Source: an optimization exercise on an open RTL-to-GDS flow (aim: small area and a short achievable clock period). Production flows keep margins and buffers that such runs may drop.
In this exercise RTL edits were held to simulation tests only and were not proved equivalent to the original.

Setup of rev 12:
==> module sel31, before the edit <==
module sel31 (input [31:1] sel, input [31:1] d, output yn);
wire [10:0] p;
wire [2:0]  q;
genvar i;
generate
    for (i = 0; i < 10; i = i + 1) begin : g_p
        g_aoi222 u (.a(sel[3*i+1]), .b(d[3*i+1]), .c(sel[3*i+2]), .d(d[3*i+2]),
                    .e(sel[3*i+3]), .f(d[3*i+3]), .y(p[i]));
    end
endgenerate
g_nand2 u_p10 (.a(sel[31]), .b(d[31]), .y(p[10]));
g_nand4 u_q0 (.a(p[0]), .b(p[1]), .c(p[2]), .d(p[3]), .y(q[0]));
g_nand4 u_q1 (.a(p[4]), .b(p[5]), .c(p[6]), .d(p[7]), .y(q[1]));
g_nand3 u_q2 (.a(p[8]), .b(p[9]), .c(p[10]), .y(q[2]));
g_nor3  u_o  (.a(q[0]), .b(q[1]), .c(q[2]), .y(yn));
endmodule
clock: 15.0 ns
lec_check: 0
cap_margin: 20
core_margin: 2
core_utilization: 55
setup_slack_margin: 5
slew_margin: 20
synth_hierarchical: 1
buffer_ports_args: -buffer_cell sky130_fd_sc_hd__buf_2
cts_args: -sink_clustering_enable -repair_clock_nets -dont_use_dummy_load -buf_list sky130_fd_sc_hd__clkbuf_16 -sink_clustering_size 20 -sink_clustering_max_diameter 100
standard.sh (not shown) runs the stock make flow with config.mk's settings and CLKGATE_MAP_FILE= SYNTH_SCRIPT=/design/flow/synth_recipe.tcl, a recipe that flattens the netlist after the stock synthesis.
==> flow/flow/run.sh <==
#!/bin/bash
# Standard ORFS layout (the standard.sh) with three changes:
#  - ports buffered with buf_2 instead of the default delay-buffer cell,
#  - CTS with larger sink clusters and no dummy loads,
#  - resizer free to swap cells of different footprints.
set -uo pipefail
cat >> config.mk <<'EOF'
export BUFFER_PORTS_ARGS = -buffer_cell sky130_fd_sc_hd__buf_2
export CTS_ARGS = -sink_clustering_enable -repair_clock_nets -dont_use_dummy_load -buf_list sky130_fd_sc_hd__clkbuf_16 -sink_clustering_size 20 -sink_clustering_max_diameter 100
EOF
sed -E 's#"\$\{@:-finish\}"#MATCH_CELL_FOOTPRINT=0 "${@:-finish}"#' standard.sh > my_standard.sh
bash my_standard.sh > flow_make.log 2>&1
Setup changes, rev 12 to rev 13
--- a/flow/design.v
+++ b/flow/design.v
@@ -266,18 +266,10 @@
 endmodule
 module sel31 (input [31:1] sel, input [31:1] d, output yn);
-wire [10:0] p;
-wire [2:0]  q;
-genvar i;
-generate
-    for (i = 0; i < 10; i = i + 1) begin : g_p
-        g_aoi222 u (.a(sel[3*i+1]), .b(d[3*i+1]), .c(sel[3*i+2]), .d(d[3*i+2]),
-                    .e(sel[3*i+3]), .f(d[3*i+3]), .y(p[i]));
-    end
-endgenerate
-g_nand2 u_p10 (.a(sel[31]), .b(d[31]), .y(p[10]));
-g_nand4 u_q0 (.a(p[0]), .b(p[1]), .c(p[2]), .d(p[3]), .y(q[0]));
-g_nand4 u_q1 (.a(p[4]), .b(p[5]), .c(p[6]), .d(p[7]), .y(q[1]));
-g_nand3 u_q2 (.a(p[8]), .b(p[9]), .c(p[10]), .y(q[2]));
-g_nor3  u_o  (.a(q[0]), .b(q[1]), .c(q[2]), .y(yn));
+wire [3:0] q;
+ao8 u0 (.s({sel[7:1], 1'b0}), .d({d[7:1], 1'b0}), .y(q[0]));
+ao8 u1 (.s(sel[15:8]),  .d(d[15:8]),  .y(q[1]));
+ao8 u2 (.s(sel[23:16]), .d(d[23:16]), .y(q[2]));
+ao8 u3 (.s(sel[31:24]), .d(d[31:24]), .y(q[3]));
+g_nor4 u_o (.a(q[0]), .b(q[1]), .c(q[2]), .d(q[3]), .y(yn));
 endmodule
 module sel64 (input [63:0] sel, input [63:0] d, output y);
@@ -943,2 +935,5 @@
 endgenerate
 endmodule
+module g_nor4 (input a, b, c, d, output y);
+assign y = ~(a | b | c | d);
+endmodule
Notes after the runs:
Rev 12 ended with every stage complete and zero timing, DRC or antenna violations. Rev 13 went all the way through synthesis, placement and routing and the layout is clean on timing, DRC and antenna. Taking rev 12 as the reference point, the sequential area share after synthesis of rev 13 falls by 0.90 points. Synthesized area delta for rev 13 relative to rev 12: 1.3% higher. In rev 13, number of buffers added by the clock tree synthesis step is lower than in rev 12. Rev 12 vs rev 13, routing layer with the top usage in global route: met1 vs met2. Rev 13 vs rev 12 on die boundary height: rev 13 is the higher one. Delta (rev 13 minus rev 12): clock-buffer cell count fell about 0.6%; total negative slack about even; final cell count rose 5.1%; number of diodes rose 39%.

-- re-timing with driven ports --
Ports are ideal in the flow. The routed layouts listed here were re-timed in OpenROAD. Step 1: set_driving_cell puts a clkbuf_16 on clk and a buf_2 on each other input, an assumption about the parent block. Step 2, shift: input delay + t, output delay - t, t = (earliest + latest rising clock arrival at the registers) / 2. This alone moves slack from input paths to output paths. Slacks: ideal / step 1 / step 2; pairs: ideal / step 1.
| run | t (ns) | slack for setup (ns) | hold WS [ns] | clock arrival spread, ns | worst data-port slew with drivers (ns) |
|---|---|---|---|---|---|
| rev 12 | 0.928 | 3.224 / 3.123 / 3.123 | 0.578 / 0.578 / 0.578 | 0.129 / 0.129 | 0.60 |
| rev 13 | 0.934 | 3.849 / 3.346 / 3.346 | 0.579 / 0.579 / 0.579 | 0.110 / 0.110 | 0.57 |
After both steps every run listed still meets setup and hold. For rev 13, which loses most, drivers alone change the setup slack by -0.503 ns; drivers and shift together by -0.503 ns.
